This is an optimization exercise on Yosys and OpenROAD, whose aim is small area, not a production implementation. Function not checked in this run: the RTL went through the layout flow alone. The clock input has no modelled driver; a real chip could not lean on it and would need a root buffer or a full tree. Power figures rest on the tool's default switching activity, not on a simulated workload.

## flow/flow/downsize.tcl

```tcl
# Set every combinational cell of the synthesized netlist to its smallest-area variant of
# the same function (e.g. nor2b_4 -> nor2b_1). Registers, buffers and tie cells are kept.
set results $::env(RESULTS)
read_db $results/1_synth.odb
read_liberty $::env(FLOW_HOME)/platforms/sky130hd/lib/sky130_fd_sc_hd__tt_025C_1v80.lib
set db [ord::get_db]
set block [[$db getChip] getBlock]
set n 0
foreach inst [$block getInsts] {
  set m [[$inst getMaster] getName]
  if {![regexp {^sky130_fd_sc_hd__([a-z0-9]+)_([0-9]+)$} $m -> base size]} { continue }
  if {[regexp {^(df|edf|sdf|dl|buf|clkbuf|clkdly|dlygate|dlymetal|conb|tap|fill|decap|diode|lpflow|probe)} $base]} { continue }
  set best $m
  set best_area [[$inst getMaster] getWidth]
  foreach s {0 1 2} {
    set cand "sky130_fd_sc_hd__${base}_$s"
    set cm [$db findMaster $cand]
    if {$cm == "NULL" || $cand == $m} { continue }
    if {[get_lib_cells -quiet $cand] == ""} { continue }
    if {[$cm getWidth] < $best_area} {
      set best $cand
      set best_area [$cm getWidth]
    }
  }
  if {$best != $m} {
    puts "[$inst getName]: $m -> $best"
    replace_cell [$inst getName] $best
    incr n
  }
}
puts "downsized $n cells"
write_db $results/1_synth.odb
```

## flow/config.mk

```make
export PLATFORM = sky130hd
export DESIGN_NAME = classifier_top
export DESIGN_NICKNAME = classifier_top
export VERILOG_FILES = /design/flow/design.v
export SDC_FILE = /design/flow/constraint.sdc
export NUM_CORES = 4
export LEC_CHECK = 0
export CAP_MARGIN = 20
export CORE_MARGIN = 2
export CORE_UTILIZATION = 40
export GPL_TIMING_DRIVEN = 0
export SLEW_MARGIN = 20
export SYNTH_HIERARCHICAL = 1
export SYNTH_MINIMUM_KEEP_SIZE = 0
```

## flow/design.v

```verilog
module classifier_top (
  input  wire clk,
  input  wire rst_n,
  input  wire signed [3:0]  x_int4,
  input  wire signed [7:0]  w_int8,
  input  wire new_feat,
  input  wire new_class,
  input  wire [2:0] class_id,
  output reg  signed [19:0] acc20,
  output reg  signed [19:0] max_score,
  output reg  [2:0] max_class
);
  wire en1;
  c_nor2b u_en1 (new_class, new_feat, en1);
  wire one2;
  c_and2 u_one2 (x_int4[0], en1, one2);
  wire two3;
  c_and3b u_two3 (x_int4[0], x_int4[1], en1, two3);
  wire neg4;
  c_and2 u_neg4 (x_int4[1], en1, neg4);
  wire one5;
  c_xor2 u_one5 (x_int4[1], x_int4[2], one5);
  wire one6;
  c_and2 u_one6 (one5, en1, one6);
  wire two7;
  c_xnor2 u_two7 (x_int4[2], x_int4[1], two7);
  wire two8;
  c_xor2 u_two8 (x_int4[3], x_int4[2], two8);
  wire two9;
  c_and3 u_two9 (two7, two8, en1, two9);
  wire neg10;
  c_and2 u_neg10 (x_int4[3], en1, neg10);
  wire sel11;
  c_nand2 u_sel11 (one2, w_int8[0], sel11);
  wire pp12;
  c_xnor2 u_pp12 (sel11, neg4, pp12);
  wire sel13;
  c_a22oi u_sel13 (one2, w_int8[1], two3, w_int8[0], sel13);
  wire pp14;
  c_xnor2 u_pp14 (sel13, neg4, pp14);
  wire sel15;
  c_a22oi u_sel15 (one2, w_int8[2], two3, w_int8[1], sel15);
  wire pp16;
  c_xnor2 u_pp16 (sel15, neg4, pp16);
  wire sel17;
  c_a22oi u_sel17 (one2, w_int8[3], two3, w_int8[2], sel17);
  wire pp18;
  c_xnor2 u_pp18 (sel17, neg4, pp18);
  wire sel19;
  c_a22oi u_sel19 (one2, w_int8[4], two3, w_int8[3], sel19);
  wire pp20;
  c_xnor2 u_pp20 (sel19, neg4, pp20);
  wire sel21;
  c_a22oi u_sel21 (one2, w_int8[5], two3, w_int8[4], sel21);
  wire pp22;
  c_xnor2 u_pp22 (sel21, neg4, pp22);
  wire sel23;
  c_a22oi u_sel23 (one2, w_int8[6], two3, w_int8[5], sel23);
  wire pp24;
  c_xnor2 u_pp24 (sel23, neg4, pp24);
  wire sel25;
  c_a22oi u_sel25 (one2, w_int8[7], two3, w_int8[6], sel25);
  wire pp26;
  c_xnor2 u_pp26 (sel25, neg4, pp26);
  wire sel27;
  c_a22oi u_sel27 (one2, w_int8[7], two3, w_int8[7], sel27);
  wire pp28;
  c_xor2 u_pp28 (sel27, neg4, pp28);
  wire sel29;
  c_nand2 u_sel29 (one6, w_int8[0], sel29);
  wire pp30;
  c_xnor2 u_pp30 (sel29, neg10, pp30);
  wire sel31;
  c_a22oi u_sel31 (one6, w_int8[1], two9, w_int8[0], sel31);
  wire pp32;
  c_xnor2 u_pp32 (sel31, neg10, pp32);
  wire sel33;
  c_a22oi u_sel33 (one6, w_int8[2], two9, w_int8[1], sel33);
  wire pp34;
  c_xnor2 u_pp34 (sel33, neg10, pp34);
  wire sel35;
  c_a22oi u_sel35 (one6, w_int8[3], two9, w_int8[2], sel35);
  wire pp36;
  c_xnor2 u_pp36 (sel35, neg10, pp36);
  wire sel37;
  c_a22oi u_sel37 (one6, w_int8[4], two9, w_int8[3], sel37);
  wire pp38;
  c_xnor2 u_pp38 (sel37, neg10, pp38);
  wire sel39;
  c_a22oi u_sel39 (one6, w_int8[5], two9, w_int8[4], sel39);
  wire pp40;
  c_xnor2 u_pp40 (sel39, neg10, pp40);
  wire sel41;
  c_a22oi u_sel41 (one6, w_int8[6], two9, w_int8[5], sel41);
  wire pp42;
  c_xnor2 u_pp42 (sel41, neg10, pp42);
  wire sel43;
  c_a22oi u_sel43 (one6, w_int8[7], two9, w_int8[6], sel43);
  wire pp44;
  c_xnor2 u_pp44 (sel43, neg10, pp44);
  wire sel45;
  c_a22oi u_sel45 (one6, w_int8[7], two9, w_int8[7], sel45);
  wire pp46;
  c_xor2 u_pp46 (sel45, neg10, pp46);
  wire f47, f48;
  c_fa u_f47 (acc20[0], neg4, pp12, f47, f48);
  wire f49, f50;
  c_fa u_f49 (acc20[1], pp14, f48, f49, f50);
  wire f51, f52;
  c_fa u_f51 (acc20[2], neg10, pp16, f51, f52);
  wire f53, f54;
  c_fa u_f53 (pp30, f51, f50, f53, f54);
  wire f55, f56;
  c_fa u_f55 (acc20[3], pp18, pp32, f55, f56);
  wire h57, h58;
  c_ha u_h57 (f52, f55, h57, h58);
  wire f59, f60;
  c_fa u_f59 (acc20[4], pp20, pp34, f59, f60);
  wire f61, f62;
  c_fa u_f61 (f56, f59, h58, f61, f62);
  wire f63, f64;
  c_fa u_f63 (acc20[5], pp22, pp36, f63, f64);
  wire h65, h66;
  c_ha u_h65 (f60, f63, h65, h66);
  wire f67, f68;
  c_fa u_f67 (acc20[6], pp24, pp38, f67, f68);
  wire f69, f70;
  c_fa u_f69 (f64, f67, h66, f69, f70);
  wire f71, f72;
  c_fa u_f71 (acc20[7], pp26, pp40, f71, f72);
  wire f73, f74;
  c_fa u_f73 (f68, f71, f70, f73, f74);
  wire co75;
  c_nor2 u_co75 (acc20[8], pp28, co75);
  wire s76;
  c_xnor2 u_s76 (acc20[8], pp28, s76);
  wire f77, f78;
  c_fa u_f77 (pp42, s76, f72, f77, f78);
  wire co79;
  c_nor2 u_co79 (acc20[9], pp44, co79);
  wire i80;
  c_inv u_i80 (co75, i80);
  wire s81;
  c_xnor2 u_s81 (acc20[9], pp44, s81);
  wire f82, f83;
  c_fa u_f82 (i80, s81, f78, f82, f83);
  wire i84;
  c_inv u_i84 (co79, i84);
  wire f85, f86;
  c_fa u_f85 (acc20[10], pp46, i84, f85, f86);
  wire h87, h88;
  c_ha u_h87 (h57, f54, h87, h88);
  wire s89;
  c_xnor2 u_s89 (f61, h88, s89);
  wire cy90;
  c_nand2 u_cy90 (f61, h88, cy90);
  wire pn91;
  c_xnor2 u_pn91 (h65, f62, pn91);
  wire gn92;
  c_nand2 u_gn92 (h65, f62, gn92);
  wire s93;
  c_xnor2 u_s93 (pn91, cy90, s93);
  wire cy94;
  c_o21ai u_cy94 (pn91, cy90, gn92, cy94);
  wire s95;
  c_xnor2 u_s95 (f69, cy94, s95);
  wire cy96;
  c_nand2 u_cy96 (f69, cy94, cy96);
  wire s97;
  c_xor2 u_s97 (f73, cy96, s97);
  wire cy98;
  c_nand2b u_cy98 (cy96, f73, cy98);
  wire pn99;
  c_xnor2 u_pn99 (f77, f74, pn99);
  wire gn100;
  c_nand2 u_gn100 (f77, f74, gn100);
  wire s101;
  c_xnor2 u_s101 (pn99, cy98, s101);
  wire cy102;
  c_o21ai u_cy102 (pn99, cy98, gn100, cy102);
  wire s103;
  c_xnor2 u_s103 (f82, cy102, s103);
  wire cy104;
  c_nand2 u_cy104 (f82, cy102, cy104);
  wire pn105;
  c_xnor2 u_pn105 (f85, f83, pn105);
  wire gn106;
  c_nand2 u_gn106 (f85, f83, gn106);
  wire s107;
  c_xnor2 u_s107 (pn105, cy104, s107);
  wire cy108;
  c_o21ai u_cy108 (pn105, cy104, gn106, cy108);
  wire t109;
  c_xnor2 u_t109 (f86, cy108, t109);
  wire fk110;
  c_xnor2 u_fk110 (acc20[11], f86, fk110);
  wire fk111;
  c_xnor2 u_fk111 (acc20[12], f86, fk111);
  wire tb112;
  c_nand3 u_tb112 (t109, fk110, fk111, tb112);
  wire fk113;
  c_xnor2 u_fk113 (acc20[13], f86, fk113);
  wire fk114;
  c_xnor2 u_fk114 (acc20[14], f86, fk114);
  wire tb115;
  c_and3b u_tb115 (tb112, fk113, fk114, tb115);
  wire fk116;
  c_xnor2 u_fk116 (acc20[15], f86, fk116);
  wire fk117;
  c_xnor2 u_fk117 (acc20[16], f86, fk117);
  wire tb118;
  c_nand3 u_tb118 (tb115, fk116, fk117, tb118);
  wire fk119;
  c_xnor2 u_fk119 (acc20[17], f86, fk119);
  wire fk120;
  c_xnor2 u_fk120 (acc20[18], f86, fk120);
  wire tb121;
  c_and3b u_tb121 (tb118, fk119, fk120, tb121);
  wire s122;
  c_xnor2 u_s122 (acc20[11], t109, s122);
  wire tc123;
  c_nand2 u_tc123 (t109, fk110, tc123);
  wire s124;
  c_xor2 u_s124 (acc20[12], tc123, s124);
  wire s125;
  c_xor2 u_s125 (acc20[13], tb112, s125);
  wire fk126;
  c_xor2 u_fk126 (acc20[13], f86, fk126);
  wire tc127;
  c_nor2 u_tc127 (tb112, fk126, tc127);
  wire s128;
  c_xnor2 u_s128 (acc20[14], tc127, s128);
  wire s129;
  c_xnor2 u_s129 (acc20[15], tb115, s129);
  wire tc130;
  c_nand2 u_tc130 (tb115, fk116, tc130);
  wire s131;
  c_xor2 u_s131 (acc20[16], tc130, s131);
  wire s132;
  c_xor2 u_s132 (acc20[17], tb118, s132);
  wire fk133;
  c_xor2 u_fk133 (acc20[17], f86, fk133);
  wire tc134;
  c_nor2 u_tc134 (tb118, fk133, tc134);
  wire s135;
  c_xnor2 u_s135 (acc20[18], tc134, s135);
  wire s136;
  c_xnor2 u_s136 (acc20[19], tb121, s136);
  wire z137;
  c_nor2b u_z137 (new_class, f47, z137);
  wire z138;
  c_nor2b u_z138 (new_class, f49, z138);
  wire z139;
  c_nor2b u_z139 (new_class, f53, z139);
  wire z140;
  c_nor2b u_z140 (new_class, h87, z140);
  wire z141;
  c_nor2 u_z141 (new_class, s89, z141);
  wire z142;
  c_nor2 u_z142 (new_class, s93, z142);
  wire z143;
  c_nor2 u_z143 (new_class, s95, z143);
  wire z144;
  c_nor2 u_z144 (new_class, s97, z144);
  wire z145;
  c_nor2 u_z145 (new_class, s101, z145);
  wire z146;
  c_nor2 u_z146 (new_class, s103, z146);
  wire z147;
  c_nor2 u_z147 (new_class, s107, z147);
  wire z148;
  c_nor2 u_z148 (new_class, s122, z148);
  wire z149;
  c_nor2 u_z149 (new_class, s124, z149);
  wire z150;
  c_nor2 u_z150 (new_class, s125, z150);
  wire z151;
  c_nor2 u_z151 (new_class, s128, z151);
  wire z152;
  c_nor2 u_z152 (new_class, s129, z152);
  wire z153;
  c_nor2 u_z153 (new_class, s131, z153);
  wire z154;
  c_nor2 u_z154 (new_class, s132, z154);
  wire z155;
  c_nor2 u_z155 (new_class, s135, z155);
  wire z156;
  c_nor2 u_z156 (new_class, s136, z156);
  wire gt157;
  c_nor2b u_gt157 (max_score[0], acc20[0], gt157);
  wire mn158;
  c_inv u_mn158 (max_score[1], mn158);
  wire gt159;
  c_maj3 u_gt159 (acc20[1], mn158, gt157, gt159);
  wire mn160;
  c_inv u_mn160 (max_score[2], mn160);
  wire gt161;
  c_maj3 u_gt161 (acc20[2], mn160, gt159, gt161);
  wire mn162;
  c_inv u_mn162 (max_score[3], mn162);
  wire gt163;
  c_maj3 u_gt163 (acc20[3], mn162, gt161, gt163);
  wire mn164;
  c_inv u_mn164 (max_score[4], mn164);
  wire gt165;
  c_maj3 u_gt165 (acc20[4], mn164, gt163, gt165);
  wire mn166;
  c_inv u_mn166 (max_score[5], mn166);
  wire gt167;
  c_maj3 u_gt167 (acc20[5], mn166, gt165, gt167);
  wire mn168;
  c_inv u_mn168 (max_score[6], mn168);
  wire gt169;
  c_maj3 u_gt169 (acc20[6], mn168, gt167, gt169);
  wire mn170;
  c_inv u_mn170 (max_score[7], mn170);
  wire gt171;
  c_maj3 u_gt171 (acc20[7], mn170, gt169, gt171);
  wire cpx172;
  c_nor2b u_cpx172 (max_score[8], acc20[8], cpx172);
  wire cpy173;
  c_nand2b u_cpy173 (acc20[8], max_score[8], cpy173);
  wire gt174;
  c_a21oi u_gt174 (cpy173, gt171, cpx172, gt174);
  wire cpx175;
  c_nand2b u_cpx175 (max_score[9], acc20[9], cpx175);
  wire cpy176;
  c_nor2b u_cpy176 (acc20[9], max_score[9], cpy176);
  wire gt177;
  c_o21ai u_gt177 (cpy176, gt174, cpx175, gt177);
  wire cpx178;
  c_nor2b u_cpx178 (max_score[10], acc20[10], cpx178);
  wire cpy179;
  c_nand2b u_cpy179 (acc20[10], max_score[10], cpy179);
  wire gt180;
  c_a21oi u_gt180 (cpy179, gt177, cpx178, gt180);
  wire cpx181;
  c_nand2b u_cpx181 (max_score[11], acc20[11], cpx181);
  wire cpy182;
  c_nor2b u_cpy182 (acc20[11], max_score[11], cpy182);
  wire gt183;
  c_o21ai u_gt183 (cpy182, gt180, cpx181, gt183);
  wire cpx184;
  c_nor2b u_cpx184 (max_score[12], acc20[12], cpx184);
  wire cpy185;
  c_nand2b u_cpy185 (acc20[12], max_score[12], cpy185);
  wire gt186;
  c_a21oi u_gt186 (cpy185, gt183, cpx184, gt186);
  wire cpx187;
  c_nand2b u_cpx187 (max_score[13], acc20[13], cpx187);
  wire cpy188;
  c_nor2b u_cpy188 (acc20[13], max_score[13], cpy188);
  wire gt189;
  c_o21ai u_gt189 (cpy188, gt186, cpx187, gt189);
  wire cpx190;
  c_nor2b u_cpx190 (max_score[14], acc20[14], cpx190);
  wire cpy191;
  c_nand2b u_cpy191 (acc20[14], max_score[14], cpy191);
  wire gt192;
  c_a21oi u_gt192 (cpy191, gt189, cpx190, gt192);
  wire cpx193;
  c_nand2b u_cpx193 (max_score[15], acc20[15], cpx193);
  wire cpy194;
  c_nor2b u_cpy194 (acc20[15], max_score[15], cpy194);
  wire gt195;
  c_o21ai u_gt195 (cpy194, gt192, cpx193, gt195);
  wire cpx196;
  c_nor2b u_cpx196 (max_score[16], acc20[16], cpx196);
  wire cpy197;
  c_nand2b u_cpy197 (acc20[16], max_score[16], cpy197);
  wire gt198;
  c_a21oi u_gt198 (cpy197, gt195, cpx196, gt198);
  wire cpx199;
  c_nand2b u_cpx199 (max_score[17], acc20[17], cpx199);
  wire cpy200;
  c_nor2b u_cpy200 (acc20[17], max_score[17], cpy200);
  wire gt201;
  c_o21ai u_gt201 (cpy200, gt198, cpx199, gt201);
  wire cpx202;
  c_nor2b u_cpx202 (max_score[18], acc20[18], cpx202);
  wire cpy203;
  c_nand2b u_cpy203 (acc20[18], max_score[18], cpy203);
  wire gt204;
  c_a21oi u_gt204 (cpy203, gt201, cpx202, gt204);
  wire cpx205;
  c_nand2b u_cpx205 (acc20[19], max_score[19], cpx205);
  wire cpy206;
  c_nor2b u_cpy206 (max_score[19], acc20[19], cpy206);
  wire gt207;
  c_o21ai u_gt207 (cpy206, gt204, cpx205, gt207);
  wire updn208;
  c_nand2 u_updn208 (new_class, gt207, updn208);
  wire upd209;
  c_inv u_upd209 (updn208, upd209);
  wire md210;
  c_a22o u_md210 (upd209, acc20[0], updn208, max_score[0], md210);
  wire md211;
  c_a22o u_md211 (upd209, acc20[3], updn208, max_score[3], md211);
  wire md212;
  c_a22o u_md212 (upd209, acc20[6], updn208, max_score[6], md212);
  wire md213;
  c_a22o u_md213 (upd209, acc20[9], updn208, max_score[9], md213);
  wire md214;
  c_a22o u_md214 (upd209, acc20[12], updn208, max_score[12], md214);
  wire md215;
  c_a22o u_md215 (upd209, acc20[15], updn208, max_score[15], md215);
  wire md216;
  c_a22o u_md216 (upd209, acc20[18], updn208, max_score[18], md216);
  wire md217;
  c_a22o u_md217 (upd209, class_id[1], updn208, max_class[1], md217);
  wire updn218;
  c_nand2 u_updn218 (new_class, gt207, updn218);
  wire upd219;
  c_inv u_upd219 (updn218, upd219);
  wire md220;
  c_a22o u_md220 (upd219, acc20[1], updn218, max_score[1], md220);
  wire md221;
  c_a22o u_md221 (upd219, acc20[4], updn218, max_score[4], md221);
  wire md222;
  c_a22o u_md222 (upd219, acc20[7], updn218, max_score[7], md222);
  wire md223;
  c_a22o u_md223 (upd219, acc20[10], updn218, max_score[10], md223);
  wire md224;
  c_a22o u_md224 (upd219, acc20[13], updn218, max_score[13], md224);
  wire md225;
  c_a22o u_md225 (upd219, acc20[16], updn218, max_score[16], md225);
  wire md226;
  c_a22o u_md226 (upd219, acc20[19], updn218, max_score[19], md226);
  wire md227;
  c_a22o u_md227 (upd219, class_id[2], updn218, max_class[2], md227);
  wire updn228;
  c_nand2 u_updn228 (new_class, gt207, updn228);
  wire upd229;
  c_inv u_upd229 (updn228, upd229);
  wire md230;
  c_a22o u_md230 (upd229, acc20[2], updn228, max_score[2], md230);
  wire md231;
  c_a22o u_md231 (upd229, acc20[5], updn228, max_score[5], md231);
  wire md232;
  c_a22o u_md232 (upd229, acc20[8], updn228, max_score[8], md232);
  wire md233;
  c_a22o u_md233 (upd229, acc20[11], updn228, max_score[11], md233);
  wire md234;
  c_a22o u_md234 (upd229, acc20[14], updn228, max_score[14], md234);
  wire md235;
  c_a22o u_md235 (upd229, acc20[17], updn228, max_score[17], md235);
  wire md236;
  c_a22o u_md236 (upd229, class_id[0], updn228, max_class[0], md236);
  wire [19:0] acc_d = {z156, z155, z154, z153, z152, z151, z150, z149, z148, z147, z146, z145, z144, z143, z142, z141, z140, z139, z138, z137};
  wire [19:0] max_d = {md226, md216, md235, md225, md215, md234, md224, md214, md233, md223, md213, md232, md222, md212, md231, md221, md211, md230, md220, md210};
  wire [2:0] cls_d = {md227, md217, md236};
  always @(posedge clk or negedge rst_n) begin
    if (!rst_n) begin
      acc20     <= 20'd0;
      max_score <= 20'd0;
      max_class <= 3'd0;
    end else begin
      acc20     <= acc_d;
      max_score <= max_d;
      max_class <= cls_d;
    end
  end
endmodule
module c_a21oi (input a1, input a2, input b1, output y);
  assign y = ~((a1 & a2) | b1);
endmodule
module c_a22o (input a1, input a2, input b1, input b2, output y);
  assign y = (a1 & a2) | (b1 & b2);
endmodule
module c_a22oi (input a1, input a2, input b1, input b2, output y);
  assign y = ~((a1 & a2) | (b1 & b2));
endmodule
module c_and2 (input a, input b, output y);
  assign y = a & b;
endmodule
module c_and3 (input a, input b, input c, output y);
  assign y = a & b & c;
endmodule
module c_and3b (input an, input b, input c, output y);
  assign y = ~an & b & c;
endmodule
module c_fa (input a, input b, input c, output s, output co);
  assign s = a ^ b ^ c;
  assign co = (a & b) | (a & c) | (b & c);
endmodule
module c_ha (input a, input b, output s, output co);
  assign s = a ^ b;
  assign co = a & b;
endmodule
module c_inv (input a, output y);
  assign y = ~a;
endmodule
module c_maj3 (input a, input b, input c, output y);
  assign y = (a & b) | (a & c) | (b & c);
endmodule
module c_nand2 (input a, input b, output y);
  assign y = ~(a & b);
endmodule
module c_nand2b (input an, input b, output y);
  assign y = an | ~b;
endmodule
module c_nand3 (input a, input b, input c, output y);
  assign y = ~(a & b & c);
endmodule
module c_nor2 (input a, input b, output y);
  assign y = ~(a | b);
endmodule
module c_nor2b (input a, input bn, output y);
  assign y = ~a & bn;
endmodule
module c_o21ai (input a1, input a2, input b1, output y);
  assign y = ~((a1 | a2) & b1);
endmodule
module c_xnor2 (input a, input b, output y);
  assign y = ~(a ^ b);
endmodule
module c_xor2 (input a, input b, output y);
  assign y = a ^ b;
endmodule
```

## flow/constraint.sdc

```tcl
create_clock -name core_clock -period 6.5 [get_ports {clk}]
set_input_delay 1.3000 -clock core_clock [delete_from_list [all_inputs] [get_ports {clk}]]
set_output_delay 1.3000 -clock core_clock [all_outputs]
set_load 0.01 [all_outputs]
```

## flow/standard.sh

```bash
#!/bin/bash
# synth_recipe.tcl (not shown) runs the flow's synth.tcl, then flattens the netlist and writes it again
# the make line also repeats each setting of config.mk as NAME=value (left out here)
make -C /OpenROAD-flow-scripts/flow DESIGN_CONFIG=/design/flow/config.mk WORK_HOME=/design/flow/orfs CLKGATE_MAP_FILE= SYNTH_SCRIPT=/design/flow/synth_recipe.tcl "${@:-finish}"
```

## flow/flow/collapse.tcl

```tcl
# Reduce the clock tree that clock_tree_synthesis built (a root buffer feeding leaf buffers)
# to $::env(CLK_KEEP) leaf buffers: the sinks of every other leaf move to the nearest kept
# leaf. Kept leaves become $::env(CLK_LEAF_CELL), the root $::env(CLK_ROOT_CELL). The clock
# still reaches every register through buffers, all at the same depth.
set block [ord::get_db_block]
set clk_net [$block findNet clk]
set roots {}
foreach it [$clk_net getITerms] {
  if {[$it isInputSignal]} { lappend roots [$it getInst] }
}
proc inst_xy {inst} {
  set b [$inst getBBox]
  return [list [expr {([$b xMin] + [$b xMax]) / 2}] [expr {([$b yMin] + [$b yMax]) / 2}]]
}
if {[llength $roots] != 1} {
  puts "collapse: clock port feeds [llength $roots] cells; left as is"
} else {
  set root [lindex $roots 0]
  set n0 [[$root findITerm X] getNet]
  set leaves {}
  foreach it [$n0 getITerms] {
    if {[$it isInputSignal] && [string match *clkbuf* [[[$it getInst] getMaster] getName]]} {
      lappend leaves [$it getInst]
    }
  }
  set keep [expr {min($::env(CLK_KEEP), [llength $leaves])}]
  # keep the leaves farthest apart: greedy, starting from the first
  set kept [list [lindex $leaves 0]]
  while {[llength $kept] < $keep} {
    set bestl ""; set bestd -1
    foreach l $leaves {
      if {[lsearch -exact $kept $l] >= 0} { continue }
      lassign [inst_xy $l] x y
      set dmin 1e30
      foreach k $kept { lassign [inst_xy $k] kx ky; set d [expr {abs($x-$kx)+abs($y-$ky)}]; if {$d < $dmin} { set dmin $d } }
      if {$dmin > $bestd} { set bestd $dmin; set bestl $l }
    }
    lappend kept $bestl
  }
  set moved 0
  foreach l $leaves {
    if {[lsearch -exact $kept $l] >= 0} { continue }
    set n1 [[$l findITerm X] getNet]
    foreach s [$n1 getITerms] {
      if {![$s isInputSignal]} { continue }
      lassign [inst_xy [$s getInst]] x y
      set best ""; set bd 1e30
      foreach k $kept { lassign [inst_xy $k] kx ky; set d [expr {abs($x-$kx)+abs($y-$ky)}]; if {$d < $bd} { set bd $d; set best $k } }
      $s disconnect
      $s connect [[$best findITerm X] getNet]
      incr moved
    }
    [$l findITerm A] disconnect
    [$l findITerm X] disconnect
    odb::dbInst_destroy $l
    odb::dbNet_destroy $n1
  }
  foreach k $kept { replace_cell [$k getName] $::env(CLK_LEAF_CELL) }
  replace_cell [$root getName] $::env(CLK_ROOT_CELL)
  puts "collapse: kept [llength $kept] of [llength $leaves] leaves, moved $moved sinks"
}
```

## flow/flow/run.sh

```bash
#!/bin/bash
# The standard layout (standard.sh) with these changes to how the layout is made:
#  - the port buffers that buffer_ports inserts are sky130_fd_sc_hd__buf_1;
#  - clock tree synthesis inserts no dummy loads, and its tree (a root buffer and leaf
#    buffers) is then reduced to 3 leaf buffers (collapse.tcl), each register still clocked
#    through the root and one leaf;
#  - after the standard synthesis (run unchanged), combinational cells that synthesis
#    upsized are set back to their smallest drive strength (downsize.tcl); the floorplan's
#    timing repair and the later repair steps upsize again wherever timing needs it.
# Each tool's output goes to its own log file here.
set -euo pipefail
export BUFFER_PORTS_ARGS="-buffer_cell sky130_fd_sc_hd__buf_1"
export CTS_ARGS="-sink_clustering_enable -repair_clock_nets -dont_use_dummy_load"
export POST_CTS_TCL=$PWD/flow/collapse.tcl CLK_KEEP=3
export CLK_LEAF_CELL=sky130_fd_sc_hd__clkbuf_8 CLK_ROOT_CELL=sky130_fd_sc_hd__clkbuf_4
bash standard.sh synth > synth.log 2>&1
export RESULTS=orfs/results/sky130hd/classifier_top/base
openroad -no_init -exit flow/downsize.tcl > downsize.log 2>&1
bash standard.sh finish > standard_flow.log 2>&1
```

==> impl_metrics.json <==
{
  "post-dp-hpwl_um": 4350,
  "crit_path_end_kind": "register",
  "status": "timing/DRC/antenna clean",
  "coreArea_um2": 6760,
  "final_nets": 366,
  "power.internal_mw": 0.816,
  "arrival_ps": 6150,
  "grt_overflow_total": 0,
  "seq_power_share_pct": 31.6,
  "ys_warn_count": 7,
  "first_global_vias": 1919,
  "cap_viol_max_count": 0,
  "fill_cells": 655,
  "ant_nets": 0,
  "setup_tns_ps": 0,
  "netlist_area_um2": 2780,
  "critical_path.max_fanout": 24,
  "holdCritPathClass": "reg2reg",
  "grt_start_max_net_pins": 25,
  "synth_nets": 298,
  "r2r_slack_ps": 820,
  "rows": 30,
  "grt_usage_pct": 15.6,
  "first_pass_iters": 4,
  "power.net_switching_mw": 0.706,
  "clkSinkCount": 43,
  "p_sw_share_pct": 46.4,
  "hold_ws_ps": 502,
  "power.clock.fraction_pct": 8.2,
  "p_per_area_nw_per_um2": 477,
  "port_buffers": 61,
  "routed_wl_um": 5660,
  "die_w_um": 87.3,
  "crit_required_ps": 6710,
  "p_leak_nw": 1.33,
  "relSlewSlack_pct": 57.4,
  "die-area_um2": 7620,
  "critPathBufInv": 1,
  "cp-start-kind": "primary input",
  "combPwrFrac_pct": 60.2,
  "start_util_pct": 41.1,
  "worst_clock_skew_ps": 28.1,
  "vias": 2032,
  "syn-instance-count": 261,
  "synth_area_per_cell_um2": 10.6,
  "period_needed_ps": 5940,
  "path_class": "in2reg",
  "die_h_um": 87.3,
  "syn_to_final_growth_pct": 14.8,
  "critPathMaxStageDelay_ps": 510,
  "ir_drop_mv": 0.156,
  "finalMaxSlewViolations": 0,
  "finalCritPeriodShare_pct": 91.4,
  "fmax_mhz": 168,
  "hold_viol": 0,
  "crit_path_cell_trace": "clkbuf_2, nor2b_2, and2_1, a22oi_1, xnor2_1, fa_1, ha_1, fa_1, nand2_1, o21ai_1, nand2_1, nand2b_1, o21ai_1, nand2_1, o21ai_1, xnor2_1, nand3_1, and3b_1, nand3_1, and3b_1, xnor2_1, nor2_1",
  "crit_slowest_cell": "fa_1",
  "via_per_inst": 4.99,
  "first_iter_violations": 68,
  "clk_latency_ps": 330,
  "final_common_cell": "buf_1",
  "place.gp.congestion": 0.720,
  "grt_pass1_wl_um": 9320,
  "clk_transition_reported_paths_ps": 100,
  "diodes": 0,
  "setup_viol": 0,
  "antenna_found_initial": 0,
  "multi_input_area_um2": 1660,
  "routedWlPerCell_um": 13.9,
  "ios": 62,
  "mostFrequentLayoutCells": "59 x buf_1, 43 x dfrtp_1, 42 x xnor2_1, 23 x a22o_1, 20 x nor2_1",
  "crit_family": "simple AND/OR/NAND/NOR gates",
  "tightestPinTransition_ps": 637,
  "layout-drive-gt1-share_pct": 2.75,
  "seq_area_um2": 1080,
  "drc": 0,
  "rsz0062_at_grt": "false"
}
metrics by stage:
step / cells / total power [mW] / cell area, µm² / setup slack, ps / util (%)
2_1_floorplan: 261 / 1.15 / 2780 / 967 / -
3_3_place_gp: 402 / 1.40 / 3100 / -237 / 45.9
3_5_place_dp: 403 / 1.42 / 3130 / -300 / 46.4
5_1_grt: 407 / 1.67 / 3190 / 87.5 / 47.2
6_report: 407 / 1.52 / 3190 / 556 / 47.2
path summary, 6_finish.rpt:
check / start / endpoint / depth (start not counted)
worst max register to register: acc20[0]$_DFF_PN0_ / max_score[9]$_DFF_PN0_ / 23
min in group asynchronous: rst_n / max_score[19]$_DFF_PN0_ / 1
worst max-delay path: new_class / acc20[19]$_DFF_PN0_ / 22
worst min register to register: max_class[0]$_DFF_PN0_ / max_class[0]$_DFF_PN0_ / 1
max in group asynchronous: rst_n / acc20[11]$_DFF_PN0_ / 2
worst min-delay path: max_class[0]$_DFF_PN0_ / max_class[0]$_DFF_PN0_ / 1
routing by layer:
layer  up-vias  track usage (%)  wire (µm)
met5         -                0          0
met4         0             3.92         46
met3         4             2.27        235
met2        48             26.0       2580
met1       957             21.4       2800
li1       1023                -          -
flip-flops by register name, summed over array words and instances (netlist names):
| name | count |
|---|---|
| max_class | 3 |
| max_score | 20 |
| acc20 | 20 |
power by group through the flow:
stage / Clock (mW) / Sequential (mW) / Combinational, mW
6_report: 0.125 / 0.480 / 0.917
2_1_floorplan: 0 / 0.504 / 0.648
5_1_grt: 0.141 / 0.502 / 1.03
3_5_place_dp: 0 / 0.489 / 0.927
3_3_place_gp: 0 / 0.484 / 0.911
layout make-up:
type / instances / share of cell area (%)
Clock buffer: 4 / 1.53
Inverter: 12 / 1.41
Multi-Input combinational cell: 206 / 52.0
Sequential cell: 43 / 33.8
Tap cell: 80 / 3.14
Timing Repair Buffer: 62 / 8.13

re-timing with driven ports:
The results above use ideal ports. As a check the final layout listed here was re-extracted and re-timed, cells and wires unchanged. Step 1 assumes that a clkbuf_16 drives the clock port and a buf_2 every other input. Step 2 also shifts input and output timing later by t, the mid clock arrival at the registers, as if the neighbouring blocks saw the same clock. Three values: no drivers, after step 1, after step 2; two values: the first two.
t, ns: 0.339
slack for setup (ns): 0.556 / 0.556 / 0.217
worst slew at a driven data input, ns: 0.03
After both steps setup and hold are still met in this run. The setup slack of this run moves by 0.000 ns with the drivers and by -0.339 ns with both steps.
